Background: an optimization exercise with open tools, aiming at small area. Do not read the settings as production practice. In this exercise RTL edits were held to simulation tests only and were not proved equivalent to the original. No activity file was given, so power comes from the tool's default toggle rates.

==> flow/design.v <==
`timescale 1ns / 1ps
module driver(
input clk,
input [31:0] instruction,
input [1:0] core_sel,
input reset,
input [31:0] input_output_write_data,
input [31:0] output_addr_data,
input pc_ready,
output reg output_write_data_pass,
output reg output_addr_data_pass,
output reg [15:0] output_mem_addr,
output reg [31:0] output_mem_wdata,
output reg [3:0] output_wstrb,
output reg pc_valid,
output reg pc_instr,
input [15:0] mem_addr,
input [31:0] mem_wdata,
input [3:0] wstrb,
input mem_instr,
input mem_valid,
output reg [31:0] mem_rdata,
output reg mem_ready,
output reg chip_reset,
output [1:0] chip_core
);
  assign chip_core = core_sel;
  reg [2:0] next_state;
  reg st_w, st_b, st_hw, st_hb, st_d;
  reg [31:0] opcode_pc2driver;
  reg [31:0] i_o_wdata_pc2driver;
  reg [15:0] i_o_addr_lo;
  reg        i_o_addr_hi_nz;        
  reg [15:0] mem_addr_risc2driver;
  reg [31:0] mem_wdata_risc2driver;
  reg [3:0]  wstrb_risc2driver;
  reg        mem_instr_risc2driver;
  wire s_i  = ~st_hw & ~st_hb & ~st_d;    
  wire s_i2 = st_hw & st_hb;              
  always @(posedge clk) begin
    next_state[0] <= s_i | s_i2 | (mem_valid & (st_w | st_b));
    next_state[1] <= s_i | (st_hb & ~mem_valid);
    next_state[2] <= st_b & ~mem_valid;
    st_w  <= ~reset & next_state[0] & ~next_state[1];
    st_b  <= ~reset & next_state[1] & ~next_state[0];
    st_hb <= ~reset & next_state[0];
    st_hw <= ~reset & next_state[1];
    st_d  <= ~reset & next_state[2];
  end
  wire a_eq = (mem_addr_risc2driver == i_o_addr_lo) & ~i_o_addr_hi_nz;
  wire d_eq = (mem_wdata_risc2driver == i_o_wdata_pc2driver);
  always @(posedge clk) begin
    mem_rdata             <= ({32{st_w}} & opcode_pc2driver) | ({32{st_hw}} & mem_rdata);
    mem_addr_risc2driver  <= ({16{st_w}} & mem_addr)         | ({16{st_hw}} & mem_addr_risc2driver);
    mem_wdata_risc2driver <= ({32{st_w}} & mem_wdata)        | ({32{st_hw}} & mem_wdata_risc2driver);
    wstrb_risc2driver     <= ({4{st_w}}  & wstrb)            | ({4{st_hw}}  & wstrb_risc2driver);
    mem_instr_risc2driver <= (st_w & mem_instr)              | (st_hw & mem_instr_risc2driver);
    opcode_pc2driver      <= ({32{st_b}} & instruction)             | ({32{st_hb}} & opcode_pc2driver);
    i_o_wdata_pc2driver   <= ({32{st_b}} & input_output_write_data) | ({32{st_hb}} & i_o_wdata_pc2driver);
    i_o_addr_lo           <= ({16{st_b}} & output_addr_data[15:0])  | ({16{st_hb}} & i_o_addr_lo);
    i_o_addr_hi_nz        <= (st_b & (|output_addr_data[31:16]))    | (st_hb & i_o_addr_hi_nz);
    output_mem_addr       <= ({16{st_b}} & mem_addr_risc2driver)    | ({16{st_hb}} & output_mem_addr);
    output_mem_wdata      <= ({32{st_b}} & mem_wdata_risc2driver)   | ({32{st_hb}} & output_mem_wdata);
    output_wstrb          <= ({4{st_b}}  & wstrb_risc2driver)       | ({4{st_hb}}  & output_wstrb);
    pc_instr              <= (st_b & mem_instr_risc2driver)         | (st_hb & pc_instr);
    output_addr_data_pass <= (st_b & a_eq)                          | (st_hb & output_addr_data_pass);
    output_write_data_pass<= (st_b & d_eq)                          | (st_hb & output_write_data_pass);
    mem_ready  <= st_w | (s_i2 & mem_ready);
    chip_reset <= s_i | ((st_w | st_b) & chip_reset);
    pc_valid   <= st_hb | st_d;
  end
endmodule
Settings: LEC_CHECK=0, CAP_MARGIN=20, CORE_MARGIN=2, CORE_UTILIZATION=70, SLEW_MARGIN=20; clock period 4.0 ns.
standard.sh (not shown) runs the stock make flow with config.mk's settings and CLKGATE_MAP_FILE= SYNTH_SCRIPT=/design/flow/synth_recipe.tcl, a recipe that flattens the netlist after the stock synthesis.
==> flow/flow/run.sh <==
#!/bin/bash
set -euo pipefail
cd "$(dirname "$0")/.."
export BUFFER_PORTS_ARGS="-buffer_cell sky130_fd_sc_hd__buf_1"
export CTS_ARGS="-sink_clustering_enable -repair_clock_nets -dont_use_dummy_load -buf_list sky130_fd_sc_hd__clkbuf_8 -sink_clustering_size 20 -sink_clustering_max_diameter 60"
bash standard.sh finish > standard_flow.log 2>&1
Then changed:
==> flow/design.v (replaced) <==
`timescale 1ns / 1ps
module driver(
input clk,
input [31:0] instruction,
input [1:0] core_sel,
input reset,
input [31:0] input_output_write_data,
input [31:0] output_addr_data,
input pc_ready,
output reg output_write_data_pass,
output reg output_addr_data_pass,
output reg [15:0] output_mem_addr,
output reg [31:0] output_mem_wdata,
output reg [3:0] output_wstrb,
output reg pc_valid,
output reg pc_instr,
input [15:0] mem_addr,
input [31:0] mem_wdata,
input [3:0] wstrb,
input mem_instr,
input mem_valid,
output reg [31:0] mem_rdata,
output reg mem_ready,
output reg chip_reset,
output [1:0] chip_core
);
  assign chip_core = core_sel;
  reg [2:0] state;
  reg [2:0] next_state;
  reg [31:0] opcode_pc2driver;
  reg [31:0] i_o_wdata_pc2driver;
  reg [15:0] i_o_addr_lo;
  reg        i_o_addr_hi_nz;        
  reg [15:0] mem_addr_risc2driver;
  reg [31:0] mem_wdata_risc2driver;
  reg [3:0]  wstrb_risc2driver;
  reg        mem_instr_risc2driver;
  wire s_i   = ~state[2] & ~state[1] & ~state[0];
  wire hld_b = state[0];                  
  wire hld_w = state[1];                  
  wire ld_w  = state[0] & ~state[1];      
  wire ld_b  = state[1] & ~state[0];      
  wire [2:0] f;
  assign f[0] = s_i | (state[0] & state[1]) | (mem_valid & (state[0] ^ state[1]));
  assign f[1] = s_i | (state[0] & ~mem_valid);
  assign f[2] = ld_b & ~mem_valid;
  always @(posedge clk) begin
    next_state <= f;
    state <= reset ? 3'b000 : next_state;
  end
  wire a_eq = (mem_addr_risc2driver == i_o_addr_lo) & ~i_o_addr_hi_nz;
  wire d_eq = (mem_wdata_risc2driver == i_o_wdata_pc2driver);
  always @(posedge clk) begin
    mem_rdata             <= ({32{ld_w}} & opcode_pc2driver) | ({32{hld_w}} & mem_rdata);
    mem_addr_risc2driver  <= ({16{ld_w}} & mem_addr)         | ({16{hld_w}} & mem_addr_risc2driver);
    mem_wdata_risc2driver <= ({32{ld_w}} & mem_wdata)        | ({32{hld_w}} & mem_wdata_risc2driver);
    wstrb_risc2driver     <= ({4{ld_w}}  & wstrb)            | ({4{hld_w}}  & wstrb_risc2driver);
    mem_instr_risc2driver <= (ld_w & mem_instr)              | (hld_w & mem_instr_risc2driver);
    opcode_pc2driver      <= ({32{ld_b}} & instruction)             | ({32{hld_b}} & opcode_pc2driver);
    i_o_wdata_pc2driver   <= ({32{ld_b}} & input_output_write_data) | ({32{hld_b}} & i_o_wdata_pc2driver);
    i_o_addr_lo           <= ({16{ld_b}} & output_addr_data[15:0])  | ({16{hld_b}} & i_o_addr_lo);
    i_o_addr_hi_nz        <= (ld_b & (|output_addr_data[31:16]))    | (hld_b & i_o_addr_hi_nz);
    output_mem_addr       <= ({16{ld_b}} & mem_addr_risc2driver)    | ({16{hld_b}} & output_mem_addr);
    output_mem_wdata      <= ({32{ld_b}} & mem_wdata_risc2driver)   | ({32{hld_b}} & output_mem_wdata);
    output_wstrb          <= ({4{ld_b}}  & wstrb_risc2driver)       | ({4{hld_b}}  & output_wstrb);
    pc_instr              <= (ld_b & mem_instr_risc2driver)         | (hld_b & pc_instr);
    output_addr_data_pass <= (ld_b & a_eq)                          | (hld_b & output_addr_data_pass);
    output_write_data_pass<= (ld_b & d_eq)                          | (hld_b & output_write_data_pass);
    mem_ready  <= ld_w | (state[0] & state[1] & mem_ready);
    chip_reset <= s_i | ((state[0] ^ state[1]) & chip_reset);
    pc_valid   <= state[0] | state[2];
  end
endmodule
Cell area barely changes.
Count of clock-buffer cells in the layout is unchanged.
Global-route usage climbs by 0.31 points.
Register-to-register slack loses 0.48 ns.
Fmax drops by 21%.
Clock power drops by about 0.6%.
Routed wire length drops by 1.2%.
Total power climbs by 3.2%.
Combinational power climbs by 31%.
Final cell count drops by 0.32%.
Setup slack loses 0.48 ns.
Via count drops by 1.8%.
Sequential share of layout area drops by 0.44 points.
Worst hold slack gains 0.041 ns.

[separate check: timing with driven ports]
The flow's constraints put no driver on any port. The routed layouts listed below were extracted and timed again, unchanged, in two steps. Step 1 sets driving cells, clkbuf_16 on the clock port and buf_2 on the other inputs (assumed; they add their load-dependent delay and slew). Step 2 adds t to the input delays and takes it off the output delays; t is the mean of the earliest and latest rising clock arrival at the registers after step 1. Input paths then give back, and output paths get back, about the clock's delay inside the block. Slacks: no drivers / after step 1 / after step 2; pairs: no drivers / after step 1.
run | shift t [ns] | slack for setup (ns) | worst setup path after step 2
the first run | 0.512 | 2.137 / 2.108 / 2.137 | register to register
the second run | 0.504 | 1.656 / 1.656 / 1.656 | register to register
After both steps setup and hold are still met in every run listed.
